Context: an optimization exercise on an open-source flow, tuned for small area and a short achievable clock period. The choices shown serve that exercise and are no tape-out recipe.
Where RTL was checked, it was by simulation tests only, not by an equivalence proof against the original.
Function not checked in run 1: the RTL went through the layout flow alone.
Power and IR drop assume default switching activity.

==> flow/design.v (outline; a module is shown in full before it is edited, if it fits) <==
// module crc_next: 157 lines
// module crc_next_shared: 107 lines
// module scrambler_next: 37 lines
// module sata_link: 685 lines
module sata_link(
   trn_rsof_n, trn_reof_n, trn_rd, trn_rsrc_rdy_n,
   trn_tdst_rdy_n, trn_tdst_dsc_n, trn_csof_n, trn_ceof_n, trn_cd,
   trn_csrc_rdy_n, trn_csrc_dsc_n, txdata, txdatak,
   phyclk, host_rst, trn_rdst_rdy_n, trn_rdst_dsc_n, trn_tsof_n,
   trn_teof_n, trn_td, trn_tsrc_rdy_n, trn_tsrc_dsc_n, trn_cdst_rdy_n,
   trn_cdst_dsc_n, txdatak_pop, rxdata, rxdatak, linkup
   );
  // ...
==> flow/flow/run.sh <==
#!/bin/bash
# Layout flow: the standard ORFS flow (standard.sh: unchanged synthesis,
# floorplan, power grid, placement, CTS and routing) with three extra ORFS
# settings:
#  - port buffers are sky130_fd_sc_hd__buf_2 instead of the delay cell
#    buffer_ports picks by default (BUFFER_PORTS_ARGS);
#  - the resizer may change a cell's footprint (MATCH_CELL_FOOTPRINT=0), so
#    port buffers and gates on critical paths can be sized freely;
#  - CTS clusters up to 25 sinks within 100 um and adds no dummy loads
#    (CTS_ARGS; the other arguments are the ones cts.tcl uses by default).
# The full output of the run goes to standard.log in the work folder.
set -euo pipefail
bash standard.sh \
  "BUFFER_PORTS_ARGS=-buffer_cell sky130_fd_sc_hd__buf_2" \
  MATCH_CELL_FOOTPRINT=0 \
  "CTS_ARGS=-sink_clustering_enable -repair_clock_nets -sink_clustering_size 25 -sink_clustering_max_diameter 100 -dont_use_dummy_load" \
  finish > standard.log 2>&1
==> flow/standard.sh <==
#!/bin/bash
# synth_recipe.tcl (not shown) runs the flow's synth.tcl, then flattens the netlist and writes it again
# the make line also repeats each setting of config.mk as NAME=value (left out here)
make -C /OpenROAD-flow-scripts/flow DESIGN_CONFIG=/design/flow/config.mk WORK_HOME=/design/flow/orfs CLKGATE_MAP_FILE= SYNTH_SCRIPT=/design/flow/synth_recipe.tcl "${@:-finish}"
==> flow/config.mk <==
export PLATFORM = sky130hd
export DESIGN_NAME = sata_link
export DESIGN_NICKNAME = sata_link
export VERILOG_FILES = /design/flow/design.v
export SDC_FILE = /design/flow/constraint.sdc
export NUM_CORES = 4
export LEC_CHECK = 0
export CAP_MARGIN = 20
export CORE_MARGIN = 2
export CORE_UTILIZATION = 55
export CTS_CLUSTER_DIAMETER = 100
export CTS_CLUSTER_SIZE = 25
export PLACE_DENSITY = 0.65
export SETUP_SLACK_MARGIN = 3.6
export SLEW_MARGIN = 20
export TNS_END_PERCENT = 10
==> flow/constraint.sdc <==
create_clock -name core_clock -period 6.5 [get_ports {phyclk}]
set_input_delay 1.3000 -clock core_clock [delete_from_list [all_inputs] [get_ports {phyclk}]]
set_output_delay 1.3000 -clock core_clock [all_outputs]
set_load 0.01 [all_outputs]
==> impl_metrics.json, run 1 <==
{
  "status": "timing/DRC/antenna clean",
  "via_per_inst": 6.56,
  "netlist_area_sq_um": 63800,
  "r2r_slack_ps": 3480,
  "synth_edf_count": 1089,
  "place_area_sq_um": 66300,
  "synth-compound-area-share": 0.118,
  "slowest_delay_ps": 410,
  "tightest_slew_ps": 1040,
  "pg_clk_mw": 4.90,
  "ir_drop_v": 0.000461,
  "n_all_buffers": 292,
  "synth_top_area_frac": 0.513,
  "die_y_um": 344,
  "syn_to_final_growth_pct": 8.83,
  "holdPathStages": 0,
  "wl_um": 187000,
  "startpoint": "trn_tsrc_rdy_n",
  "stdcell_area_sq_um": 69400,
  "clock_buffers": 72,
  "yosys.area_share.simple": 0.0768,
  "placed_cells": 6244,
  "synthXorXnorAreaFrac": 0.112,
  "cts_tree": "yes",
  "fin_crit_ps": 3090,
  "met1_length_um": 79700,
  "design.core.area_sq_um": 115000,
  "synthArstFlopShare": 0,
  "crit_cells": 9,
  "r2r-start": "tscr[14]",
  "buf_share": 0.0314,
  "drt_pass1_iterations": 6,
  "ant_nets": 0,
  "ys_ff_latch": 1519,
  "ys.warnings.count": 3,
  "port_buffers": 152,
  "clkPwrFrac": 0.203,
  "synthAdderAreaFrac": 0.00334,
  "synth_area_per_cell_sq_um": 13.4,
  "biggestCellCategory": "registers",
  "skew_ps": 50.6,
  "clkSinkCount": 1519,
  "grt_pass1_vias": 38700,
  "synthFlopType": "edfxtp_1",
  "drc": 0
}
==> module sata_link, before the edit <==
module sata_link(
   trn_rsof_n, trn_reof_n, trn_rd, trn_rsrc_rdy_n,
   trn_tdst_rdy_n, trn_tdst_dsc_n, trn_csof_n, trn_ceof_n, trn_cd,
   trn_csrc_rdy_n, trn_csrc_dsc_n, txdata, txdatak,
   phyclk, host_rst, trn_rdst_rdy_n, trn_rdst_dsc_n, trn_tsof_n,
   trn_teof_n, trn_td, trn_tsrc_rdy_n, trn_tsrc_dsc_n, trn_cdst_rdy_n,
   trn_cdst_dsc_n, txdatak_pop, rxdata, rxdatak, linkup
   );
localparam [31:0]
  P_ALIGN              = 32'h7B4A_4ABC,
  P_CONT               = 32'h9999_AA7C,
  P_DMAT               = 32'h3636_B57C,
  P_EOF                = 32'hD5D5_B57C,
  P_HOLD               = 32'hD5D5_AA7C,
  P_HOLDA              = 32'h9595_AA7C,
  P_PMNAK              = 32'hF5F5_957C,
  P_PMREQ_P            = 32'h1717_B57C,
  P_PMREQ_S            = 32'h7575_957C,
  P_R_ERR              = 32'h5656_B57C,
  P_R_IP               = 32'h5555_B57C,
  P_R_OK               = 32'h3535_B57C,
  P_R_RDY              = 32'h4A4A_957C,
  P_SOF                = 32'h3737_B57C,
  P_SYNC               = 32'hB5B5_957C,
  P_WTRM               = 32'h5858_B57C,
  P_X_RDY              = 32'h5757_B57C;
localparam [3:0]
  C_R_OK  = 4'h1,
  C_R_ERR = 4'h2,
  C_SYNC  = 4'h3,
  C_GOOD  = 4'h4,
  C_BAD   = 4'h5,
  C_SRCV  = 4'h6;
localparam [3:0]
  K_OTHER   = 4'd0,
  K_X_RDY   = 4'd1,
  K_PMREQ_P = 4'd2,
  K_PMREQ_S = 4'd3,
  K_SYNC    = 4'd4,
  K_R_RDY   = 4'd5,
  K_HOLD    = 4'd6,
  K_R_OK    = 4'd7,
  K_R_ERR   = 4'd8,
  K_SOF     = 4'd9,
  K_HOLDA   = 4'd10,
  K_EOF     = 4'd11,
  K_WTRM    = 4'd12;
   input         phyclk;
   input         host_rst;
   output        trn_rsof_n;
   output        trn_reof_n;
   output [31:0] trn_rd;
   output        trn_rsrc_rdy_n;
   input         trn_rdst_rdy_n;
   input         trn_rdst_dsc_n;
   input         trn_tsof_n;
   input         trn_teof_n;
   input [31:0]  trn_td;
   input         trn_tsrc_rdy_n;
   output        trn_tdst_rdy_n;
   input         trn_tsrc_dsc_n;
   output        trn_tdst_dsc_n;
   output        trn_csof_n;
   output        trn_ceof_n;
   output [31:0] trn_cd;
   output        trn_csrc_rdy_n;
   input         trn_cdst_rdy_n;
   output        trn_csrc_dsc_n;
   input         trn_cdst_dsc_n;
   output [31:0] txdata;
   output        txdatak;
   input         txdatak_pop;
   input [31:0]  rxdata;
   input         rxdatak;
   input         linkup;
   localparam integer NS = 28;
   localparam [NS-1:0] ONE = 1;
   localparam integer
     S_IDLE               = 0,
     S_H_SENDCHKRDY       = 1,
     S_L_SENDSOF          = 2,
     S_L_SENDDATA         = 3,
     S_L_RCVRHOLD         = 4,
     S_L_SENDHOLD         = 5,
     S_L_SENDCRC          = 6,
     S_L_SENDEOF          = 7,
     S_L_WAIT             = 8,
     S_L_SYNCESCAPE       = 9,
     S_L_RCVWAITFIFO      = 10,
     S_L_RCVCHKRDY        = 11,
     S_L_RCVDATA          = 12,
     S_L_HOLD             = 13,
     S_L_RCVHOLD          = 14,
     S_L_RCVEOF           = 15,
     S_L_GOODCRC          = 16,
     S_L_GOODEND          = 17,
     S_L_BADEND           = 18,
     S_PM_DENY            = 19,
     S_L_SEND_RCV         = 20,
     S_L_SEND_SYNC        = 21,
     S_L_SEND_RERR        = 22,
     S_L_SEND_ROK         = 23,
     S_L_RCV_SYNC         = 24,
     S_L_RCV_GOOD         = 25,
     S_L_RCV_BAD          = 26,
     S_L_RCV_ABORT        = 27;
   reg        cs_kvalid;
   reg        cs_kchar;
   reg [31:0] cs_char;
   reg        cs_cont_mask;
   reg k_xrdy, k_pmreq, k_sync, k_rrdy, k_hold, k_rok, k_rerr, k_sof,
       k_holda, k_eof, k_wtrm;
   always @(posedge phyclk)
     begin
        if (host_rst)
          begin
             cs_cont_mask <= 1'b0;
             cs_kchar     <= 1'b0;
             cs_kvalid    <= 1'b0;
             k_xrdy  <= 1'b0; k_pmreq <= 1'b0; k_sync  <= 1'b0; k_rrdy  <= 1'b0;
             k_hold  <= 1'b0; k_rok   <= 1'b0; k_rerr  <= 1'b0; k_sof   <= 1'b0;
             k_holda <= 1'b0; k_eof   <= 1'b0; k_wtrm  <= 1'b0;
          end
        else if (rxdatak && rxdata == P_CONT)
          begin
             cs_cont_mask <= 1'b1;
             cs_kvalid    <= 1'b1;
          end
        else if (rxdatak && rxdata == P_ALIGN)
          begin
             cs_kvalid    <= 1'b0;
          end
        else if (rxdatak || ~cs_cont_mask)
          begin
             cs_cont_mask <= 1'b0;
             cs_kvalid    <= 1'b1;
             cs_kchar     <= rxdatak;
             cs_char      <= rxdata;
             k_xrdy  <= rxdatak && rxdata == P_X_RDY;
             k_pmreq <= rxdatak && (rxdata == P_PMREQ_P || rxdata == P_PMREQ_S);
             k_sync  <= rxdatak && rxdata == P_SYNC;
             k_rrdy  <= rxdatak && rxdata == P_R_RDY;
             k_hold  <= rxdatak && rxdata == P_HOLD;
             k_rok   <= rxdatak && rxdata == P_R_OK;
             k_rerr  <= rxdatak && rxdata == P_R_ERR;
             k_sof   <= rxdatak && rxdata == P_SOF;
             k_holda <= rxdatak && rxdata == P_HOLDA;
             k_eof   <= rxdatak && rxdata == P_EOF;
             k_wtrm  <= rxdatak && rxdata == P_WTRM;
          end
     end
   wire k = cs_kchar;
   reg [33:0] tmem [0:15];      
   reg [3:0]  tcnt;
   reg        t_empty;          
   reg        t_low;            
   reg        t_full;           
   reg        rd_sof, rd_eof;   
   reg [NS-1:0] st, ns;
   wire rdy_low = t_low;
   wire trn_rd_rdy1 = rdy_low && rd_eof;
   wire trn_rd_rdy2 = ~rdy_low && ~rd_eof;
   wire trn_rd_rdy  = trn_rd_rdy1 || trn_rd_rdy2;
   always @(*)
     begin
        ns = {NS{1'b0}};
        if (st[S_IDLE])
          begin
             if (rd_sof && ~t_empty) ns[S_H_SENDCHKRDY] = 1'b1;
             else if (k_xrdy) ns[S_L_RCVWAITFIFO] = 1'b1;
             else if (k_pmreq) ns[S_PM_DENY] = 1'b1;
             else ns[S_IDLE] = 1'b1;
          end
        if (st[S_L_SYNCESCAPE])
          begin
             if (k_sync || k_xrdy) ns[S_IDLE] = 1'b1;
             else ns[S_L_SYNCESCAPE] = 1'b1;
          end
        if (st[S_PM_DENY])
          begin
             if (k) ns[S_IDLE] = 1'b1;
             else ns[S_PM_DENY] = 1'b1;
          end
        if (st[S_H_SENDCHKRDY])
          begin
             if (k_rrdy && ~t_empty && rd_sof) ns[S_L_SENDSOF] = 1'b1;
             else if (k_xrdy) ns[S_L_SEND_RCV] = 1'b1;
             else ns[S_H_SENDCHKRDY] = 1'b1;
          end
        if (st[S_L_SEND_RCV])
          begin
             if (~trn_cdst_rdy_n) ns[S_L_RCVWAITFIFO] = 1'b1;
             else ns[S_L_SEND_RCV] = 1'b1;
          end
        if (st[S_L_SENDSOF])
          begin
             if (k_sync) ns[S_L_SEND_SYNC] = 1'b1;
             else if (~t_empty && rd_sof && txdatak_pop) ns[S_L_SENDDATA] = 1'b1;
             else ns[S_L_SENDSOF] = 1'b1;
          end
        if (st[S_L_SENDDATA])
          begin
             if (trn_rd_rdy2 && k_hold) ns[S_L_RCVRHOLD] = 1'b1;
             else if (rdy_low && ~rd_eof && k && ~k_sync) ns[S_L_SENDHOLD] = 1'b1;
             else if (~t_empty && rd_eof && k && ~k_sync) ns[S_L_SENDCRC] = 1'b1;
             else if (k_sync) ns[S_L_SEND_SYNC] = 1'b1;
             else if (~trn_tsrc_dsc_n) ns[S_L_SYNCESCAPE] = 1'b1;
             else ns[S_L_SENDDATA] = 1'b1;
          end
        if (st[S_L_RCVRHOLD])
          begin
             if (trn_rd_rdy && k && ~k_hold && ~k_sync) ns[S_L_SENDDATA] = 1'b1;
             else if (~t_empty && k_hold) ns[S_L_RCVRHOLD] = 1'b1;
             else if (~t_empty && k_sync) ns[S_L_SEND_SYNC] = 1'b1;
             else if (~trn_tsrc_dsc_n) ns[S_L_SYNCESCAPE] = 1'b1;
             else if (k_sync) ns[S_L_SEND_SYNC] = 1'b1;
             else ns[S_L_RCVRHOLD] = 1'b1;
          end
        if (st[S_L_SEND_SYNC])
          begin
             if (~trn_cdst_rdy_n) ns[S_IDLE] = 1'b1;
             else ns[S_L_SEND_SYNC] = 1'b1;
          end
        if (st[S_L_SENDHOLD])
          begin
             if (trn_rd_rdy && k && ~k_hold && ~k_sync && txdatak_pop) ns[S_L_SENDDATA] = 1'b1;
             else if (~t_empty && k_hold) ns[S_L_RCVRHOLD] = 1'b1;
             else if (k_sync) ns[S_L_SEND_SYNC] = 1'b1;
             else if (~trn_tsrc_dsc_n) ns[S_L_SYNCESCAPE] = 1'b1;
             else ns[S_L_SENDHOLD] = 1'b1;
          end
        if (st[S_L_SENDCRC])
          begin
             if (k && ~k_sync && txdatak_pop) ns[S_L_SENDEOF] = 1'b1;
             else if (k_sync) ns[S_L_SEND_SYNC] = 1'b1;
             else ns[S_L_SENDCRC] = 1'b1;
          end
        if (st[S_L_SENDEOF])
          begin
             if (k && ~k_sync && txdatak_pop) ns[S_L_WAIT] = 1'b1;
             else if (k_sync) ns[S_L_SEND_SYNC] = 1'b1;
             else ns[S_L_SENDEOF] = 1'b1;
          end
        if (st[S_L_WAIT])
          begin
             if (k_rok) ns[S_L_SEND_ROK] = 1'b1;
             else if (k_rerr) ns[S_L_SEND_RERR] = 1'b1;
             else if (k_sync) ns[S_L_SEND_SYNC] = 1'b1;
             else ns[S_L_WAIT] = 1'b1;
          end
        if (st[S_L_SEND_RERR])
          begin
             if (~trn_cdst_rdy_n) ns[S_IDLE] = 1'b1;
             else ns[S_L_SEND_RERR] = 1'b1;
          end
        if (st[S_L_SEND_ROK])
          begin
             if (~trn_cdst_rdy_n) ns[S_IDLE] = 1'b1;
             else ns[S_L_SEND_ROK] = 1'b1;
          end
        if (st[S_L_RCVWAITFIFO])
          begin
             if (k_xrdy && ~trn_rdst_rdy_n) ns[S_L_RCVCHKRDY] = 1'b1;
             else if (k && ~k_xrdy) ns[S_IDLE] = 1'b1;
             else ns[S_L_RCVWAITFIFO] = 1'b1;
          end
        if (st[S_L_RCVCHKRDY])
          begin
             if (k_xrdy) ns[S_L_RCVCHKRDY] = 1'b1;
             else if (k_sof) ns[S_L_RCVDATA] = 1'b1;
             else if (k) ns[S_IDLE] = 1'b1;
             else ns[S_L_RCVCHKRDY] = 1'b1;
          end
        if (st[S_L_RCVDATA])
          begin
             if (k_holda) ns[S_L_RCVDATA] = 1'b1;
             else if (k_eof) ns[S_L_RCVEOF] = 1'b1;
             else if (trn_rdst_rdy_n) ns[S_L_HOLD] = 1'b1;
             else if (k_hold) ns[S_L_RCVHOLD] = 1'b1;
             else if (k_wtrm) ns[S_L_BADEND] = 1'b1;
             else if (k_sync) ns[S_L_RCV_SYNC] = 1'b1;
             else if (~trn_rdst_dsc_n) ns[S_L_RCV_ABORT] = 1'b1;
             else ns[S_L_RCVDATA] = 1'b1;
          end
        if (st[S_L_HOLD])
          begin
             if (~trn_rdst_rdy_n && k_hold) ns[S_L_RCVHOLD] = 1'b1;
             else if (k_eof) ns[S_L_RCVEOF] = 1'b1;
             else if (k_sync) ns[S_L_RCV_SYNC] = 1'b1;
             else if (~trn_rdst_dsc_n) ns[S_L_RCV_ABORT] = 1'b1;
             else if (~trn_rdst_rdy_n) ns[S_L_RCVDATA] = 1'b1;
             else ns[S_L_HOLD] = 1'b1;
          end
        if (st[S_L_RCVHOLD])
          begin
             if (k_hold) ns[S_L_RCVHOLD] = 1'b1;
             else if (k_eof) ns[S_L_RCVEOF] = 1'b1;
             else if (k_sync) ns[S_L_RCV_SYNC] = 1'b1;
             else if (~trn_rdst_dsc_n) ns[S_IDLE] = 1'b1;
             else ns[S_L_RCVDATA] = 1'b1;
          end
        if (st[S_L_RCVEOF])
          begin
             if (cs2link_crc_rdy && cs2link_crc_ok) ns[S_L_GOODCRC] = 1'b1;
             else if (cs2link_crc_rdy) ns[S_L_BADEND] = 1'b1;
             else ns[S_L_RCVEOF] = 1'b1;
          end
        if (st[S_L_GOODCRC])
          begin
             if (k_sync) ns[S_L_RCV_SYNC] = 1'b1;
             else ns[S_L_RCV_GOOD] = 1'b1;
          end
        if (st[S_L_RCV_GOOD])
          begin
             if (k_sync) ns[S_L_RCV_SYNC] = 1'b1;
             else if (~trn_cdst_rdy_n && trn_cdst_dsc_n) ns[S_L_GOODEND] = 1'b1;
             else if (~trn_cdst_rdy_n && ~trn_cdst_dsc_n) ns[S_L_RCV_ABORT] = 1'b1;
             else ns[S_L_RCV_GOOD] = 1'b1;
          end
        if (st[S_L_GOODEND])
          begin
             if (k_sync) ns[S_IDLE] = 1'b1;
             else ns[S_L_GOODEND] = 1'b1;
          end
        if (st[S_L_BADEND])
          begin
             if (k_sync) ns[S_L_RCV_BAD] = 1'b1;
             else ns[S_L_BADEND] = 1'b1;
          end
        if (st[S_L_RCV_ABORT])
          begin
             if (trn_cdst_dsc_n) ns[S_IDLE] = 1'b1;
             else ns[S_L_RCV_ABORT] = 1'b1;
          end
        if (st[S_L_RCV_SYNC])
          begin
             if (~trn_cdst_rdy_n) ns[S_IDLE] = 1'b1;
             else ns[S_L_RCV_SYNC] = 1'b1;
          end
        if (st[S_L_RCV_BAD])
          begin
             if (~trn_cdst_rdy_n) ns[S_IDLE] = 1'b1;
             else ns[S_L_RCV_BAD] = 1'b1;
          end
     end
   always @(posedge phyclk)
     if (host_rst || ~linkup)
       st <= ONE << S_IDLE;
     else
       st <= ns;
   wire st_stat = st[S_L_SEND_RCV] | st[S_L_SEND_SYNC] | st[S_L_SEND_ROK] |
                  st[S_L_SEND_RERR] | st[S_L_RCV_SYNC] | st[S_L_RCV_GOOD] |
                  st[S_L_RCV_BAD];
   reg        c_n;              
   reg [2:0]  cd;
   reg        trn_tfifo_rst;
   reg        tdst_dsc_n;
   always @(posedge phyclk)
     begin
        c_n           <= ~st_stat;
        trn_tfifo_rst <= st_stat | ~linkup;
        cd[0] <= st[S_L_SEND_ROK] | st[S_L_SEND_SYNC] | st[S_L_RCV_SYNC] | st[S_L_RCV_BAD];
        cd[1] <= st[S_L_SEND_RERR] | st[S_L_SEND_SYNC] | st[S_L_RCV_SYNC] | st[S_L_SEND_RCV];
        cd[2] <= st[S_L_RCV_GOOD] | st[S_L_RCV_BAD] | st[S_L_SEND_RCV];
        tdst_dsc_n <= ~(st[S_L_RCVWAITFIFO] | st[S_L_RCVCHKRDY] | st[S_L_RCVDATA] |
                        st[S_L_HOLD]        | st[S_L_RCVHOLD]   | st[S_L_RCVEOF]  |
                        st[S_L_GOODCRC]     | st[S_L_GOODEND]   | st[S_L_BADEND]  |
                        st[S_L_RCV_ABORT]   | st[S_L_RCV_SYNC]  | st[S_L_RCV_GOOD] |
                        st[S_L_RCV_BAD]);
     end
   assign trn_csrc_rdy_n = c_n;
   assign trn_csof_n     = c_n;
   assign trn_ceof_n     = c_n;
   assign trn_csrc_dsc_n = 1'b1;
   assign trn_cd         = {29'h0, cd};
   assign trn_tdst_dsc_n = tdst_dsc_n;
   wire ns_k = ~(ns[S_L_SENDDATA] | ns[S_L_SENDCRC]);
   reg [31:0] ns_char;
   always @(*)
     ns_char = ({32{ns[S_PM_DENY]}}      & P_PMNAK) |
               ({32{ns[S_H_SENDCHKRDY]}} & P_X_RDY) |
               ({32{ns[S_L_SENDSOF]}}    & P_SOF)   |
               ({32{ns[S_L_SENDEOF]}}    & P_EOF)   |
               ({32{ns[S_L_RCVRHOLD] | ns[S_L_RCVHOLD]}} & P_HOLDA) |
               ({32{ns[S_L_SENDHOLD] | ns[S_L_HOLD]}}    & P_HOLD)  |
               ({32{ns[S_L_WAIT]}}       & P_WTRM)  |
               ({32{ns[S_L_RCVCHKRDY]}}  & P_R_RDY) |
               ({32{ns[S_L_RCVDATA] | ns[S_L_RCVEOF] | ns[S_L_GOODCRC] | ns[S_L_RCV_GOOD]}} & P_R_IP) |
               ({32{ns[S_L_GOODEND]}}    & P_R_OK)  |
               ({32{ns[S_L_BADEND]}}     & P_R_ERR) |
               ({32{ns[S_IDLE] | ns[S_L_SYNCESCAPE] | ns[S_L_RCVWAITFIFO] |
                    ns[S_L_SEND_RCV] | ns[S_L_SEND_SYNC] | ns[S_L_SEND_RERR] |
                    ns[S_L_SEND_ROK] | ns[S_L_RCV_SYNC] | ns[S_L_RCV_BAD] |
                    ns[S_L_RCV_ABORT]}} & P_SYNC);
   wire ns_sof = ns[S_L_SENDSOF];
   wire ns_eof = ns[S_L_SENDEOF];
   reg  lk;                      
   reg  lk_sof, lk_eof;          
   reg  tx_sync;
   always @(posedge phyclk)
     begin
        lk      <= ns_k;
        lk_sof  <= ns_sof;
        lk_eof  <= ns_eof;
        tx_sync <= ns[S_L_SEND_SYNC] & ~st[S_L_SEND_SYNC];
     end
   wire cs_sof   = st[S_L_RCVCHKRDY] && k_sof;
   wire rcv_st   = st[S_L_RCVDATA] | st[S_L_HOLD] | st[S_L_RCVHOLD];
   wire cs_eof   = rcv_st && k_eof;
   wire cs_datav = rcv_st && ~k;
   reg  [15:0] rscr;
   wire [31:0] rscr_out;
   scrambler_next rx_scr (.now(rscr), .next(rscr_out));
   always @(posedge phyclk)
     if (cs_sof)
       rscr <= 16'hF0F6;
     else if (cs_datav && cs_kvalid)
       rscr <= rscr_out[31:16];
   reg [31:0] r_wr_di;
   reg        r_wr_sof, r_wr_eof, r_wr_en;
   always @(posedge phyclk)
     begin
        if (cs_sof)
          begin
             r_wr_en  <= 1'b1;
             r_wr_sof <= 1'b1;
             r_wr_eof <= 1'b0;
             r_wr_di  <= 32'h0;
          end
        else if (cs_datav && cs_kvalid)
          begin
             r_wr_en  <= 1'b1;
             r_wr_sof <= 1'b0;
             r_wr_eof <= 1'b0;
             r_wr_di  <= rscr_out ^ cs_char;
          end
        else if (cs_eof)
          begin
             r_wr_en  <= 1'b1;
             r_wr_sof <= 1'b0;
             r_wr_eof <= 1'b1;
          end
        else
          r_wr_en <= 1'b0;
     end
   reg [33:0] rmem [0:15];      
   reg [3:0]  rcnt;
   wire r_empty = rcnt == 4'hf;
   wire r_afull = rcnt == 4'hc || rcnt == 4'hd;
   wire r_full  = rcnt == 4'he;
   wire r_rd_en = r_afull | (r_wr_eof && ~r_empty);
   wire [33:0] r_dout = rmem[rcnt];
   always @(posedge phyclk)
     if (r_wr_en)
       begin : rshift
          integer i;
          for (i = 15; i > 0; i = i - 1)
            rmem[i] <= rmem[i-1];
          rmem[0] <= {r_wr_sof, r_wr_eof, r_wr_di};
       end
   always @(posedge phyclk)
     if (host_rst)
       rcnt <= 4'hf;
     else if (r_wr_en && ~r_rd_en && ~r_full)
       rcnt <= rcnt + 1'b1;
     else if (~r_wr_en && r_rd_en && ~r_empty)
       rcnt <= rcnt - 1'b1;
   reg        rd_sof1, rd_sof2, rd_sof3;
   reg [31:0] rd_do1, rd_do2;
   reg        rd_rdy1, rd_rdy2, rd_rdy3;
   reg [31:0] trn_rd_q;
   reg        rsrc_rdy_n, rsof_n, reof_n;
   reg        eof_sent;
   wire       r_rd_eof = r_dout[32];
   wire       rdy_case = rd_rdy3 && ~eof_sent;
   always @(posedge phyclk)
     begin
        rd_sof1 <= r_dout[33];
        rd_do1  <= r_dout[31:0];
        rd_rdy1 <= r_rd_en;
        rd_sof2 <= rd_sof1;
        rd_do2  <= rd_do1;
        rd_rdy2 <= rd_rdy1;
        rd_sof3 <= rd_sof2;
        rd_rdy3 <= rd_rdy2;
        if (cs_sof)
          eof_sent <= 1'b0;
        else if (rdy_case && r_rd_eof)
          eof_sent <= 1'b1;
        trn_rd_q   <= rd_do2;
        rsrc_rdy_n <= ~rdy_case;
        rsof_n     <= ~(rdy_case && rd_sof3);
        reof_n     <= ~(rdy_case && r_rd_eof);
     end
   assign trn_rd         = trn_rd_q;
   assign trn_rsrc_rdy_n = rsrc_rdy_n;
   assign trn_rsof_n     = rsof_n;
   assign trn_reof_n     = reof_n;
   reg  [31:0] rcrc;
   wire [31:0] rcrc_next;
   crc_next_shared rx_crc (.crc(rcrc), .data_in(r_wr_di), .new_bit(rcrc_next));
   always @(posedge phyclk)
     if (cs_sof)
       rcrc <= 32'h52325032;
     else if (r_wr_en && ~r_wr_sof && ~r_wr_eof)
       rcrc <= rcrc_next;
   reg cs2link_crc_ok, cs2link_crc_rdy;
   always @(posedge phyclk)
     if (cs_eof)
       begin
          cs2link_crc_ok  <= rcrc == r_wr_di;
          cs2link_crc_rdy <= 1'b1;
       end
     else if (cs_sof)
       begin
          cs2link_crc_ok  <= 1'b0;
          cs2link_crc_rdy <= 1'b0;
       end
   reg  afull_q;                        
   reg  afull_nq;                       
   assign trn_tdst_rdy_n = trn_tsrc_rdy_n | ~afull_nq;
   wire trn_xfer = ~trn_tsrc_rdy_n & ~afull_q;
   reg         txcs_rst;
   wire        tx_rst = txcs_rst || tx_sync;
   reg  [15:0] tscr;
   wire [31:0] tscr_out;
   scrambler_next tx_scr (.now(tscr), .next(tscr_out));
   always @(posedge phyclk)
     if (tx_rst)
       tscr <= 16'hF0F6;
     else if (trn_xfer)
       tscr <= tscr_out[31:16];
   reg  [31:0] tcrc;
   wire [31:0] tcrc_next;
   crc_next tx_crc (.crc(tcrc), .data_in(trn_td), .new_bit(tcrc_next));
   always @(posedge phyclk)
     if (tx_rst)
       tcrc <= 32'h52325032;
     else if (trn_xfer)
       tcrc <= tcrc_next;
   reg eof_reg, eof_reg_d;
   always @(posedge phyclk)
     begin
        eof_reg   <= trn_xfer && ~trn_teof_n;
        eof_reg_d <= eof_reg;
     end
   reg [31:0] wr_di;
   reg        wr_sof, wr_eof, wr_en;
   reg [31:0] wr_di_n;
   wire [31:0] wr_src = trn_xfer ? trn_td : tcrc;
   reg        wr_sof_n, wr_eof_n, wr_en_n, txcs_rst_n;
   always @(*)
     begin
        wr_di_n    = wr_di;
        wr_sof_n   = wr_sof;
        wr_eof_n   = wr_eof;
        wr_en_n    = 1'b0;
        txcs_rst_n = 1'b0;
        if (host_rst)
          txcs_rst_n = 1'b1;
        else if (trn_xfer)
          begin
             wr_en_n  = 1'b1;
             wr_di_n  = tscr_out ^ wr_src;
             wr_sof_n = ~trn_tsof_n;
             wr_eof_n = ~trn_teof_n;
          end
        else if (eof_reg_d)
          begin
             wr_en_n    = 1'b1;
             wr_di_n    = tscr_out ^ wr_src;
             txcs_rst_n = 1'b1;
          end
     end
   always @(posedge phyclk)
     begin
        wr_di    <= wr_di_n;
        wr_sof   <= wr_sof_n;
        wr_eof   <= wr_eof_n;
        wr_en    <= wr_en_n;
        txcs_rst <= txcs_rst_n;
     end
   reg [7:0] align_cnt;
   reg       as_q;               
   reg       c12_q;              
   reg       lk_d1, lk_d2;
   reg       prim_insert;
   reg       char_d_eof;         
   reg       trn_eof_reg;
   reg       rd_en;              
   wire di      = c12_q & ~lk_d2;             
   wire align_rst = host_rst | ~linkup;
   wire [7:0] align_cnt_n = align_rst ? 8'd1 : align_cnt + 8'd1;
   wire as_n  = align_cnt_n == 8'd0 || align_cnt_n == 8'hff;
   wire c12_n = align_cnt_n == 8'd1 || align_cnt_n == 8'd2;
   wire di_n  = c12_n & ~lk_d1;
   reg pi_n, cde_n;
   always @(*)
     begin
        pi_n  = prim_insert;
        cde_n = char_d_eof;
        if ((as_q | di) && (lk_sof | lk_eof))
          begin
             cde_n = lk_eof;
             pi_n  = 1'b1;
          end
        else if (~as_q && di && prim_insert)
          pi_n = 1'b1;
        else if (~as_q | host_rst)
          pi_n = 1'b0;
     end
   wire eofr_n = (rd_eof && rd_en) ? 1'b1 : rd_sof ? 1'b0 : trn_eof_reg;
   wire t_rst = host_rst | trn_tfifo_rst;
   wire t_inc = wr_en & ~rd_en & ~t_full;
   wire t_dec = ~wr_en & rd_en & ~t_empty;
   wire [3:0] tcnt_a = t_inc ? tcnt + 4'd1 : t_dec ? tcnt - 4'd1 : tcnt;
   wire [3:0] tcnt_n = t_rst ? 4'hf : tcnt_a;
   reg  [3:0]  tcnt_m1;         
   reg         hdec;            
   reg         hwr;             
   wire [3:0]  hidx = hdec ? tcnt_m1 : tcnt;
   wire [33:0] head_a = hwr ? {wr_eof, wr_sof, wr_di} : tmem[hidx];
   wire [33:0] head_r = wr_en ? tmem[14] : tmem[15];
   wire [33:0] head_n = t_rst ? head_r : head_a;
   wire rd_en_n = (~ns_k & ~as_n & ~pi_n) | di_n;
   wire full_n  = tcnt_n == 4'he;
   wire empty_n = tcnt_n == 4'hf;
   wire hdec_n  = wr_en_n ? (rd_en_n | full_n) : (rd_en_n & ~empty_n);
   wire hwr_n   = wr_en_n & (rd_en_n ? tcnt_n == 4'h0 : empty_n);
   always @(posedge phyclk)
     if (wr_en)
       begin : tshift
          integer i;
          for (i = 15; i > 0; i = i - 1)
            tmem[i] <= tmem[i-1];
          tmem[0] <= {wr_eof, wr_sof, wr_di};
       end
   always @(posedge phyclk)
     begin
        tcnt    <= tcnt_n;
        rd_en   <= rd_en_n;
        tcnt_m1 <= tcnt_n - 4'd1;
        hdec    <= hdec_n;
        hwr     <= hwr_n;
        t_empty <= tcnt_n == 4'hf;
        t_low   <= tcnt_n == 4'hf || tcnt_n == 4'h0 || tcnt_n == 4'h1;
        t_full  <= tcnt_n == 4'he;
        afull_q <= tcnt_n == 4'hc || tcnt_n == 4'hd || tcnt_n == 4'he;
        afull_nq <= ~(tcnt_n == 4'hc || tcnt_n == 4'hd || tcnt_n == 4'he);
        rd_sof  <= head_n[32];
        rd_eof  <= head_n[33];
     end
   wire [31:0] dat_n = eofr_n ? wr_di_n : head_n[31:0];
   reg  [31:0] txdata_n;
   reg         txdatak_n;
   always @(*)
     begin
        txdatak_n = (ns_k | as_n | pi_n) && ~di_n;
        if (as_n)
          txdata_n = P_ALIGN;
        else if (pi_n && ~di_n)
          txdata_n = cde_n ? P_EOF : P_SOF;
        else if (di_n || ~ns_k)
          txdata_n = dat_n;
        else
          txdata_n = ns_char;
     end
   reg [31:0] txdata_q;
   reg        txdatak_q;
   always @(posedge phyclk)
     begin
        align_cnt   <= align_cnt_n;
        as_q        <= as_n;
        c12_q       <= c12_n;
        lk_d1       <= lk;
        lk_d2       <= lk_d1;
        prim_insert <= pi_n;
        char_d_eof  <= cde_n;
        trn_eof_reg <= eofr_n;
        txdata_q    <= txdata_n;
        txdatak_q   <= txdatak_n;
     end
   assign txdata  = txdata_q;
   assign txdatak = txdatak_q;
endmodule
==> inputs of run 2 (changes only) <==
--- a/flow/design.v
+++ b/flow/design.v
@@ -993,16 +993,7 @@
    wire [31:0] dat_n = eofr_n ? wr_di_n : head_n[31:0];
-   reg  [31:0] txdata_n;
-   reg         txdatak_n;
-   always @(*)
-     begin
-        txdatak_n = (ns_k | as_n | pi_n) && ~di_n;
-        if (as_n)
-          txdata_n = P_ALIGN;
-        else if (pi_n && ~di_n)
-          txdata_n = cde_n ? P_EOF : P_SOF;
-        else if (di_n || ~ns_k)
-          txdata_n = dat_n;
-        else
-          txdata_n = ns_char;
-     end
+   wire        sel_ch = ~as_n & ~pi_n & ~di_n;          
+   wire [31:0] tx_y   = as_n ? P_ALIGN :
+                        (pi_n & ~di_n) ? (cde_n ? P_EOF : P_SOF) : dat_n;
+   wire [31:0] txdata_n  = (sel_ch & ns_k) ? ns_char : tx_y;
+   wire        txdatak_n = (ns_k | as_n | pi_n) && ~di_n;
    reg [31:0] txdata_q;
--- a/flow/config.mk
+++ b/flow/config.mk
@@ -9,6 +9,6 @@
 export CORE_MARGIN = 2
-export CORE_UTILIZATION = 55
+export CORE_UTILIZATION = 65
 export CTS_CLUSTER_DIAMETER = 100
 export CTS_CLUSTER_SIZE = 25
-export PLACE_DENSITY = 0.65
+export PLACE_DENSITY = 0.75
 export SETUP_SLACK_MARGIN = 3.6
==> impl_metrics.json, run 2 <==
{
  "hold_viol_final": 0,
  "fin_util": 0.707,
  "skew_ps": 75.9,
  "cp-start-kind": "input port",
  "setup_ws_ps": 3430,
  "reg.largest.list": "rmem (544), tmem (544)",
  "ant_nets": 0,
  "seq_area_frac_synth": 0.663,
  "p_int_mw": 16.2,
  "synthFlopType": "edfxtp_1",
  "max-cap-violations": 0,
  "final_common_cell": "edfxtp_1",
  "rsz0062_at_grt": "yes",
  "min_path_type": "flip-flop to flip-flop",
  "synthCells": 4589,
  "yosys.area_share.simple": 0.0685,
  "layout_common_cells": "1089 x edfxtp_1, 589 x xnor2_1, 411 x dfxtp_1",
  "stdcell_area_sq_um": 67200,
  "drt_pass1_iterations": 9,
  "synth_top_family_by_area": "compound AO/OA/AOI/OAI gates",
  "postCtsHoldBufs": 0,
  "holdPathEnd": "trn_rd_q[29]",
  "clkSinkCount": 1519,
  "via_per_inst": 6.79,
  "finalPower_mw": 23.9,
  "dieArea_sq_um": 98300,
  "tightest_slew_ps": 1110,
  "wl_per_cell_um": 28.6,
  "fin_crit_ps": 3070,
  "cp.required_ps": 7030,
  "r2r-start": "rd_eof",
  "synth_top_area_frac": 0.525,
  "p_leak_nw": 22.3,
  "critPathKind": "input port to flip-flop",
  "clkPwrFrac": 0.202,
  "holdPathStages": 0,
  "nets": 4768,
  "synth.area.top_cells": "edfxtp_1 52%, dfxtp_1 14%, xnor2_1 8.4%, a22oi_1 3.3%, xor2_1 2.4%",
  "ys.warnings.count": 3,
  "grtUsageTotal": 0.337,
  "ys_ff_latch": 1519,
  "switching_share": 0.321,
  "clock_latency_ps": 700,
  "grt_max_degree": 183,
  "grt_pass1_vias": 38100,
  "fin_crit_sh": 0.472,
  "drc": 0,
  "synth-compound-area-share": 0.118,
  "worst-r2r-cell-count": 10,
  "end_kind": "flip-flop",
  "cts_buffer_depth": 3,
  "syn_to_final_growth_pct": 7.88,
  "cp.arrival_ps": 3600,
  "wl_um": 170000,
  "drive_above_1_share": 0.122,
  "synthDistinctLibCells": 94,
  "finalNonFillerCells": 5938,
  "synth_edf_count": 1089,
  "placed_cells": 5830,
  "ir_drop_v": 0.000573,
  "pwr-share-seq": 0.489,
  "initial_core_util": 0.656,
  "hold_start": "rd_do2[29]",
  "htreeDepth": 3,
  "synthArstFlopShare": 0,
  "synth_common_cells": "1089 x edfxtp_1, 596 x xnor2_1, 430 x dfxtp_1, 276 x a22oi_1, 238 x nor2_1",
  "port_buffers": 152,
  "whs_ps": 274,
  "path_max_fanout": 5,
  "rows": 113,
  "r2r-end": "txdata_q[26]",
  "ios": 183,
  "cts_tree": "yes",
  "r2r_slack_ps": 3500,
  "setup_viol": 0,
  "numCtsBuffers": 71,
  "yosysTopAreaCell": "edfxtp_1",
  "relSlewSlack": 0.257,
  "gp_congestion": 0.965,
  "comb_power_share": 0.309,
  "finalMaxSlewViolations": 0,
  "grt.overflow.total": 0,
  "clk_pin_slew_ps": 90,
  "synthAdderAreaFrac": 0.00341,
  "pre_cts_ws_ps": 1760,
  "powerDensity_nw_per_um2": 355,
  "synthXorXnorAreaFrac": 0.112,
  "die_w_um": 314,
  "antenna_found_initial": 13,
  "synth_area_per_cell_sq_um": 13.6,
  "place_area_sq_um": 64500,
  "die_y_um": 314,
  "status": "timing/DRC/antenna clean",
  "place_hpwl_um": 113000,
  "synth_most_common_cell": "edfxtp_1",
  "drtIter0Drc": 6529,
  "cts_root_buf": "clkbuf_16",
  "setup_tns_ps": 0,
  "grt_pass1_wl_um": 247000,
  "vias": 40300,
  "fmax_mhz": 326,
  "design.core.area_sq_um": 95000,
  "netlist_area_sq_um": 62300,
  "muxShareOfSynthArea": 0.0127,
  "switchingPower_mw": 7.65
}
run 2: cell count changes after synthesis, moves of 19 or more:
cell      before  now
xnor2_1      552  596
buf_2         62   20
o21ai_0      134   93
a211oi_1      40   71
nand2_1      233  205
nand3_1      114   91
a22oi_1      255  276
clkbuf_1     195  215
xnor3_1       20    1
run 2: cells by family after synthesis:
family	Yosys count
AND/OR/NAND/NOR	862
adder cells (fa/ha/maj)	17
flip-flops	1519
AO/OA/AOI/OAI	998
multiplexers	74
other	2
buffers and inverters	335
XOR/XNOR	782
run 2: area by class of cell:
| class | instances | area [sq um] |
|---|---|---|
| antenna | 1 | 2.50 |
| clock buffer | 71 | 1780 |
| fill | 6443 | 27800 |
| inverter | 49 | 186 |
| multi-input combinational | 2765 | 20500 |
| sequential | 1519 | 41300 |
| tap | 1265 | 1580 |
| timing repair buffer | 268 | 1760 |
run 2: what timing repair did:
item | 4_1_cts | 5_1_grt
resized for setup | 88 | 62
buffers inserted | 22 | 12
gates cloned | 0 | 2
endpoints found under the setup margin | 100 | 121
pin swaps | 26 | 16
run 2: worst max path at each step:
| stage | startpoint | to | slack [ps] |
|---|---|---|---|
| CTS | rcnt[0] | eof_sent | 3460 |
| finish | trn_td[5] | tcrc[12] | 3430 |
| global placement | host_rst | hwr | 1810 |
| detailed placement | host_rst | hwr | 1760 |
| floorplan | r_wr_en | rcrc[29] | 1030 |
| global route | k_sync | txdata_q[26] | 3400 |
run 2: routing by layer:
metal / track usage / share of wire
met4: 0.0898 / 0.029
met5: 0.0102 / 0.0011
met3: 0.0959 / 0.14
met1: 0.506 / 0.40
met2: 0.483 / 0.43
run 2: worst max-delay path, cell delays in order:
cell and delay [ps]:
buf_2 120, xnor2_1 780, xnor2_1 310, xnor2_1 410
xnor2_1 180, xnor2_1 240, xnor2_1 170, a21oi_1 90
run 2: power groups by stage:
stage               logic, mW  registers [mW]  clock network [mW]
floorplan                5.51            11.6                   0
global placement         7.07            11.8                   0
detailed placement       7.10            11.8                   0
CTS                      7.19            11.6                4.87
global route             7.82            11.7                5.16
finish                   7.37            11.7                4.82
==> inputs of run 3 (changes only) <==
--- a/flow/config.mk
+++ b/flow/config.mk
@@ -9,6 +9,6 @@
 export CORE_MARGIN = 2
-export CORE_UTILIZATION = 65
+export CORE_UTILIZATION = 55
 export CTS_CLUSTER_DIAMETER = 100
 export CTS_CLUSTER_SIZE = 25
-export PLACE_DENSITY = 0.75
+export PLACE_DENSITY = 0.65
 export SETUP_SLACK_MARGIN = 3.6
==> impl_metrics.json, run 3 <==
{
  "design.core.area_sq_um": 112000,
  "synthCells": 4589,
  "clk_pin_slew_ps": 90,
  "max-cap-violations": 0,
  "postCtsHoldBufs": 0,
  "synthFlopType": "edfxtp_1",
  "wl_per_cell_um": 28.1,
  "cpLargestDelayFamily": "simple AND/OR/NAND/NOR gates",
  "clock_latency_ps": 670,
  "setup_tns_ps": 0,
  "drc": 0,
  "skew_ps": 61.2,
  "ys.warnings.count": 3,
  "cts_tree": "yes",
  "die_w_um": 341,
  "grt_pass1_wl_um": 255000,
  "tightest_slew_ps": 1020,
  "htreeDepth": 3,
  "via_per_inst": 6.37,
  "ant_nets": 0,
  "synth_edf_count": 1089,
  "drt_pass1_iterations": 6,
  "cp.arrival_ps": 3570,
  "crit_slowest_cell": "a222oi_1",
  "clkSinkCount": 1519,
  "p_leak_nw": 22.5,
  "cp_cell_sequence": "buf_2 -> inv_1 -> a21o_1 -> a222oi_1 -> nand3_1 -> or2_2 -> nor2b_2 -> and4b_2 -> a21oi_1",
  "drive_above_1_share": 0.129,
  "cp.required_ps": 7030,
  "synth.area.top_cells": "edfxtp_1 52%, dfxtp_1 14%, xnor2_1 8.4%, a22oi_1 3.3%, xor2_1 2.4%",
  "final_common_cell": "edfxtp_1",
  "critPathKind": "input port to flip-flop",
  "path_max_fanout": 6,
  "ios": 183,
  "netlist_area_sq_um": 62300,
  "port_buffers": 152,
  "grt.overflow.total": 0,
  "cts_root_buf": "clkbuf_16",
  "fill_cells": 8889,
  "hold_viol_final": 0,
  "rows": 123,
  "cts_buffer_depth": 3,
  "gp_congestion": 0.959,
  "synthDistinctLibCells": 94,
  "slowest_delay_ps": 430,
  "ir_drop_v": 0.000609,
  "grt_pass1_vias": 38300,
  "drtIter0Drc": 5210,
  "numCtsBuffers": 73,
  "antenna_found_initial": 5,
  "final-seq-area_sq_um": 41300,
  "synth_most_common_cell": "edfxtp_1",
  "syn_to_final_growth_pct": 8.81,
  "synth_common_cells": "1089 x edfxtp_1, 596 x xnor2_1, 430 x dfxtp_1, 276 x a22oi_1, 238 x nor2_1",
  "fmax_mhz": 328,
  "multiInputGateArea_sq_um": 20500,
  "dieArea_sq_um": 116000,
  "vias": 39500,
  "nets": 4797,
  "cp-start-kind": "input port",
  "initial_core_util": 0.554,
  "synthArstFlopShare": 0,
  "fin_crit_sh": 0.469,
  "reg.largest.list": "rmem (544), tmem (544)",
  "wl_um": 174000,
  "ys_ff_latch": 1519,
  "rsz0062_at_grt": "yes",
  "grt_max_degree": 217,
  "end_kind": "flip-flop",
  "powerDensity_nw_per_um2": 356,
  "min_path_type": "flip-flop to flip-flop",
  "relSlewSlack": 0.314,
  "path_buf_inv": 2,
  "grtUsageTotal": 0.294,
  "fin_util": 0.603,
  "synth_top_area_frac": 0.525,
  "finalMaxSlewViolations": 0,
  "place_hpwl_um": 115000,
  "yosysTopAreaCell": "edfxtp_1",
  "seq_area_frac_synth": 0.663,
  "layout_common_cells": "1089 x edfxtp_1, 585 x xnor2_1, 413 x dfxtp_1",
  "setup_viol": 0,
  "fin_crit_ps": 3050,
  "status": "timing/DRC/antenna clean",
  "die_y_um": 341,
  "synth_area_per_cell_sq_um": 13.6,
  "r2r_slack_ps": 3460
}
run 3: routing by layer:
layer,vias to the layer above,GRT usage,wire length (um)
met5,-,0,55
met4,8,0.103,6650
met3,294,0.0438,14700
met2,2062,0.460,80500
met1,19800,0.421,72500
li1,17400,-,-
run 3: what timing repair did:
action	CTS	global route
gates cloned	1	0
pin swaps	22	12
endpoints found under the setup margin	98	117
buffers inserted	27	23
gates resized for setup	86	62
run 3: power breakdown:
part / switching [mW] / internal (mW) / leakage [nW]
clock network: 2.89 / 2.02 / 0.900
registers: 0.661 / 11.0 / 13.6
logic: 4.26 / 3.29 / 8.01
run 3: path summary, 6_finish.rpt:
kind,startpoint,cells after the start,end
min reg2reg,rd_do1[28],0,rd_do2[28]
max reg2reg,t_low,10,txdata_q[26]
min,rd_do1[28],0,rd_do2[28]
max,trn_rdst_rdy_n,9,txdata_q[3]
run 3: kinds of logic after synthesis:
logic type	after synthesis	synth area share
other	2	0.000121
flip-flops	1519	0.663
buffers and inverters	335	0.0228
XOR/XNOR	782	0.112
AO/OA/AOI/OAI	998	0.118
AND/OR/NAND/NOR	862	0.0685
adder cells (fa/ha/maj)	17	0.00341
multiplexers	74	0.0127
run 3: per-stage QoR:
| step | cells | instance area, sq um | power, mW | hold slack [ps] | setup WS (ps) |
|---|---|---|---|---|---|
| floorplan | 4617 | 62500 | 17.1 | 310 | 1030 |
| global placement | 6076 | 64900 | 19.2 | 311 | 2170 |
| detailed placement | 6076 | 64900 | 19.2 | 312 | 2180 |
| CTS | 6177 | 67200 | 24.1 | 321 | 3380 |
| global route | 6201 | 67800 | 25.0 | 322 | 3400 |
| finish | 6204 | 67800 | 24.1 | 314 | 3450 |
run 3: final cells by class:
| type | instances | share of cell area |
|---|---|---|
| clock buffer | 73 | 0.0270 |
| timing repair buffer | 296 | 0.0292 |
| tap | 1500 | 0.0277 |
| timing repair inverter | 1 | 0.000111 |
| antenna | 3 | 0.000111 |
| inverter | 49 | 0.00282 |
| multi-input combinational | 2763 | 0.303 |
| sequential | 1519 | 0.610 |
==> inputs of run 4 (changes only) <==
--- a/flow/config.mk
+++ b/flow/config.mk
@@ -15,2 +15,2 @@
 export SLEW_MARGIN = 20
-export TNS_END_PERCENT = 10
+export TNS_END_PERCENT = 30
==> impl_metrics.json, run 4 <==
{
  "synth_common_cells": "1089 x edfxtp_1, 596 x xnor2_1, 430 x dfxtp_1, 276 x a22oi_1, 238 x nor2_1",
  "nets": 4795,
  "wl_um": 175000,
  "synthDistinctLibCells": 94,
  "place_hpwl_um": 115000,
  "place_area_sq_um": 64900,
  "fin_util": 0.603,
  "crit_slowest_cell": "xnor2_1",
  "numCtsBuffers": 73,
  "final_common_cell": "edfxtp_1",
  "tightest_slew_ps": 1020,
  "grt_pass1_vias": 38300,
  "layout_common_cells": "1089 x edfxtp_1, 582 x xnor2_1, 413 x dfxtp_1",
  "port_buffers": 152,
  "synth.area.top_cells": "edfxtp_1 52%, dfxtp_1 14%, xnor2_1 8.4%, a22oi_1 3.3%, xor2_1 2.4%",
  "synth-compound-area-share": 0.118,
  "ys.warnings.count": 3,
  "stdcell_area_sq_um": 67800,
  "gp_congestion": 0.959,
  "cts_root_buf": "clkbuf_16",
  "placed_cells": 6076,
  "cp.arrival_ps": 3540,
  "path_max_fanout": 4,
  "synth_top_family_by_area": "compound AO/OA/AOI/OAI gates",
  "rsz0062_at_grt": "yes",
  "synth_edf_count": 1089,
  "powerDensity_nw_per_um2": 356,
  "die_w_um": 341,
  "skew_ps": 65.0,
  "muxShareOfSynthArea": 0.0127,
  "via_per_inst": 6.39,
  "ir_drop_v": 0.000613,
  "grt_max_degree": 217,
  "syn_to_final_growth_pct": 8.82,
  "max-cap-violations": 0,
  "reg.largest.list": "rmem (544), tmem (544)",
  "fmax_mhz": 333,
  "slowest_delay_ps": 630,
  "grtUsageTotal": 0.295,
  "initial_core_util": 0.554,
  "synthFlopType": "edfxtp_1",
  "drive_above_1_share": 0.129,
  "synth_area_per_cell_sq_um": 13.6,
  "ios": 183,
  "cts_buffer_depth": 3,
  "r2r-start": "rd_eof",
  "htreeDepth": 3,
  "seq_area_frac_synth": 0.663,
  "finalNonFillerCells": 6199,
  "yosys.area_share.simple": 0.0685,
  "p_leak_nw": 22.5,
  "synth_top_area_frac": 0.525,
  "cp_cell_sequence": "buf_2 -> xnor2_1 -> xnor2_1 -> xnor2_1 -> xnor2_1 -> xnor2_1 -> o211ai_1",
  "ys_ff_latch": 1519,
  "grt_pass1_wl_um": 256000,
  "cp.required_ps": 7040,
  "hold_start": "rd_do1[28]",
  "cts_tree": "yes",
  "netlist_area_sq_um": 62300,
  "drtIter0Drc": 5314,
  "clk_pin_slew_ps": 110,
  "synthArstFlopShare": 0,
  "end_kind": "flip-flop",
  "n_antenna_cell": 0,
  "setup_viol": 0,
  "finalMaxSlewViolations": 0,
  "clock_latency_ps": 680,
  "yosysTopAreaCell": "edfxtp_1",
  "vias": 39600,
  "min_path_type": "flip-flop to flip-flop",
  "drc": 0,
  "fin_crit_ps": 3010,
  "rows": 123,
  "synthXorXnorAreaFrac": 0.112,
  "hold_viol_final": 0,
  "startpoint": "trn_td[24]",
  "drt_pass1_iterations": 8,
  "wl_per_cell_um": 28.2,
  "clkSinkCount": 1519,
  "synthCells": 4589,
  "ant_nets": 0,
  "synth_most_common_cell": "edfxtp_1",
  "synthAdderAreaFrac": 0.00341,
  "cp-start-kind": "input port",
  "relSlewSlack": 0.312,
  "design.core.area_sq_um": 112000,
  "status": "timing/DRC/antenna clean",
  "setup_tns_ps": 0,
  "fin_crit_sh": 0.462,
  "worst_path_most_repeated_cell": "xnor2_1",
  "critPathKind": "input port to flip-flop",
  "die_y_um": 341,
  "dieArea_sq_um": 116000,
  "finalPower_mw": 24.2,
  "antenna_found_initial": 4,
  "grt.overflow.total": 0
}
## run 4: changes by cell type in the layout (fill, tap and decap cells not counted), sizes merged
cell | before | now
diode | 3 | 0
or2 | 11 | 12
clkbuf | 75 | 73
buf | 294 | 293
## run 4: final timing paths
path	end	slack [ps]	cells after the start
min reg2reg	rd_do2[28]	310	0
min	rd_do2[28]	310	0
max reg2reg	txdata_q[3]	3500	10
max	tcrc[30]	3490	7
## run 4: critical path: cells and delay by family
family	cells	cell delay, ps
compound gates	1	120
buf+inv	1	120
xor+xnor	5	1990
## run 4: timing repair
action / 4_1_cts / 5_1_grt
gates resized for setup: 117 / 41
cloned: 2 / 0
hold buffers: 0 / 0
buffers inserted: 29 / 18
setup endpoints to repair: 98 / 116
pin swaps: 25 / 14
## run 4: logic make-up (layout without fill, tap and decap cells)
| family | after synthesis | count (layout) |
|---|---|---|
| AO/OA/AOI/OAI | 998 | 998 |
| XOR/XNOR | 782 | 782 |
| adder cells (fa/ha/maj) | 17 | 17 |
| buffers and inverters | 335 | 416 |
| flip-flops | 1519 | 1519 |
| multiplexers | 74 | 74 |
| other | 2 | 30 |
| AND/OR/NAND/NOR | 862 | 863 |
## run 4: layer usage
metal | wire, um | up-vias | track usage
li1 | - | 17400 | -
met1 | 72400 | 19800 | 0.423
met2 | 80600 | 2121 | 0.463
met3 | 15100 | 312 | 0.0439
met4 | 6490 | 6 | 0.0986
met5 | 39 | - | 0
## run 4: through the flow
step / setup WS [ps] / hold WS, ps
6_report: 3490 / 315
5_1_grt: 3440 / 322
4_1_cts: 3420 / 321
3_5_place_dp: 2180 / 312
3_3_place_gp: 2170 / 311
2_1_floorplan: 1030 / 310
## run 4: cell type report
class                   count  area [sq um]
inverters                  49           191
fillers                  8889         44600
flip-flops and latches   1519         41300
clock buffers              73          1830
multi-input cells        2764         20500
repair buffers            293          1980
repair inverters            1          7.51
well taps                1500          1880
## run 4: report_power, final
group | internal (mW) | switching, mW
sequential | 11.0 | 0.660
clock | 2.02 | 2.89
combinational | 3.31 | 4.28
==> inputs of run 5 (changes only) <==
--- a/flow/config.mk
+++ b/flow/config.mk
@@ -13,3 +13,3 @@
 export PLACE_DENSITY = 0.65
-export SETUP_SLACK_MARGIN = 3.6
+export SETUP_SLACK_MARGIN = 3.8
 export SLEW_MARGIN = 20
==> impl_metrics.json, run 5 <==
{
  "status": "timing/DRC/antenna clean",
  "fin_crit_sh": 0.469,
  "end_kind": "flip-flop",
  "finalNonFillerCells": 6236,
  "nets": 4828,
  "cts_buffer_depth": 3,
  "drc": 0,
  "synthDistinctLibCells": 94,
  "antenna_found_initial": 4,
  "r2r-end": "txdata_q[3]",
  "wl_um": 176000,
  "synth-compound-area-share": 0.118,
  "port_buffers": 152,
  "cp.required_ps": 7030,
  "synth_top_area_frac": 0.525,
  "wl_per_cell_um": 28.2,
  "initial_core_util": 0.554,
  "rsz0062_at_grt": "yes",
  "die_y_um": 341,
  "finalMaxSlewViolations": 0,
  "skew_ps": 58.4,
  "synthAdderAreaFrac": 0.00341,
  "path_max_fanout": 4,
  "rows": 123,
  "vias": 39800,
  "p_leak_nw": 23.0,
  "synth_most_common_cell": "edfxtp_1",
  "die_w_um": 341,
  "relSlewSlack": 0.283,
  "synth_common_cells": "1089 x edfxtp_1, 596 x xnor2_1, 430 x dfxtp_1, 276 x a22oi_1, 238 x nor2_1",
  "synth_edf_count": 1089,
  "min_path_type": "flip-flop to flip-flop",
  "final_common_cell": "edfxtp_1",
  "clk_pin_slew_ps": 110,
  "htreeDepth": 3,
  "finalPower_mw": 24.4,
  "reg.largest.list": "rmem (544), tmem (544)",
  "muxShareOfSynthArea": 0.0127,
  "placed_cells": 6076,
  "gp_congestion": 0.959,
  "clock_latency_ps": 670,
  "synthFlopType": "edfxtp_1",
  "hold_viol_final": 0,
  "via_per_inst": 6.39,
  "synth_top_family_by_area": "compound AO/OA/AOI/OAI gates",
  "worst-r2r-cell-count": 10,
  "cts_root_buf": "clkbuf_16",
  "ys_ff_latch": 1519,
  "tightest_slew_ps": 1070,
  "drt_pass1_iterations": 6,
  "grt_max_degree": 217,
  "fill_cells": 8786,
  "cp-start-kind": "flip-flop",
  "layout_common_cells": "1089 x edfxtp_1, 539 x xnor2_1, 410 x dfxtp_1",
  "synthArstFlopShare": 0,
  "r2r_slack_ps": 3450,
  "synth.area.top_cells": "edfxtp_1 52%, dfxtp_1 14%, xnor2_1 8.4%, a22oi_1 3.3%, xor2_1 2.4%",
  "powerDensity_nw_per_um2": 354,
  "whs_ps": 314,
  "setup_tns_ps": 0,
  "synthXorXnorAreaFrac": 0.112,
  "synth_area_per_cell_sq_um": 13.6,
  "fin_crit_ps": 3050,
  "critPathKind": "flip-flop to flip-flop",
  "hold_start": "rd_do1[28]",
  "netlist_area_sq_um": 62300,
  "ant_nets": 0,
  "r2r-start": "rd_eof",
  "grt_pass1_vias": 38600,
  "seq_area_frac_synth": 0.663,
  "yosysTopAreaCell": "edfxtp_1",
  "drtIter0Drc": 5511,
  "clkSinkCount": 1519,
  "ir_drop_v": 0.000611,
  "dieArea_sq_um": 116000,
  "place_hpwl_um": 115000,
  "max-cap-violations": 0,
  "numCtsBuffers": 73,
  "synthCells": 4589,
  "ys.warnings.count": 3,
  "grt.overflow.total": 0,
  "crit_end": "txdata_q[3]",
  "fmax_mhz": 328,
  "postCtsHoldBufs": 0,
  "fin_util": 0.613,
  "ios": 183,
  "grt_pass1_wl_um": 257000,
  "syn_to_final_growth_pct": 10.5,
  "setup_viol": 0,
  "cp.arrival_ps": 3580,
  "grtUsageTotal": 0.296,
  "design.core.area_sq_um": 112000,
  "yosys.area_share.simple": 0.0685,
  "startpoint": "rd_eof",
  "drive_above_1_share": 0.151,
  "cts_tree": "yes"
}
run 5: cell counts after synthesis:
No cell type changed its count.
run 5: worst min path at each step:
stage                    to  slack, ps  depth (start not counted)
2_1_floorplan     eof_reg_d        310                          0
3_3_place_gp        rd_rdy3        310                          0
3_5_place_dp     rd_do2[10]        310                          0
4_1_cts          rd_do2[28]        320                          0
5_1_grt        trn_rd_q[19]        320                          0
6_report         rd_do2[28]        310                          0
run 5: layout make-up:
type	instances	area, sq um	area share
clock buffers	73	1830	0.0265
multi-input cells	2764	21200	0.309
inverters	49	191	0.00278
flip-flops and latches	1519	41400	0.601
repair inverters	1	7.51	0.000109
well taps	1500	1880	0.0273
repair buffers	326	2310	0.0335
diodes	4	10.0	0.000145
run 5: timing repair:
action                                  CTS  global route
gates resized for setup                 159           113
endpoints found under the setup margin  155           150
gates cloned                              2             0
setup buffers                            63            17
pin swaps                                36            19
run 5: power by group:
group	total (mW)	switching [mW]	internal [mW]
logic	7.78	4.35	3.43
registers	11.7	0.684	11.0
clock network	4.91	2.89	2.02
run 5: critical path, cell delays in order, from the launching register on:
cell	delay, ps
dfxtp_2	370
inv_2	60
ha_4	200
or4b_4	530
and2_4	180
a221oi_2	230
o21ai_1	140
or4b_4	620
nor2_4	170
and4b_2	370
a21oi_2	40
run 5: cell families (layout without fill, tap and decap cells):
family / Yosys count / in the layout
muxes: 74 / 74
other: 2 / 34
AOI/OAI and AO/OA: 998 / 998
and+or+nand+nor: 862 / 863
adders and majority gates: 17 / 17
DFF: 1519 / 1519
buffers and inverters: 335 / 449
xor gates and xnor gates: 782 / 782
run 5: per-stage QoR:
stage | area [sq um] | setup WS [ps]
after floorplan | 62500 | 1030
after global placement | 64900 | 2170
after detailed placement | 64900 | 2180
after CTS | 67900 | 3500
after global routing | 68800 | 3410
final | 68800 | 3450
run 5: layer usage:
layer  global-route usage  vias to the layer above  part of all wire
met5                    0                        -           0.00022
met4                0.104                        6             0.037
met3               0.0481                      310             0.088
met2                0.465                     2056              0.46
met1                0.422                    20000              0.41
li1                     -                    17400                 -

-- afterwards: timing with drivers on the ports --
How much do the figures lean on ideal ports? The routed layouts below were timed once more, with nothing changed but the port constraints. Step 1 assumes that a clkbuf_16 drives the clock port and a buf_2 every other input. Step 2 adds t to the input delays and takes it off the output delays; t is the mean of the earliest and latest rising clock arrival at the registers after step 1. Input paths then give back, and output paths get back, about the clock's delay inside the block. Slacks: ideal ports / drivers / drivers and shift; pairs: ideal ports / drivers.
run	t (ns)	setup slack, ns	worst setup path after step 2	pins driven straight from the clock port
run 1	0.745	3.408 / 3.423 / 2.723	input to register	1
run 2	0.730	3.430 / 3.455 / 2.725	input to register	1
run 3	0.732	3.453 / 3.437 / 2.706	input to register	1
run 4	0.732	3.494 / 3.486 / 2.758	input to register	1
run 5	0.736	3.450 / 3.450 / 2.825	input to register	1
After both steps setup and hold are still met in every run listed. The setup slack of run 3, which loses most, moves by -0.016 ns with the drivers and by -0.747 ns with both steps.
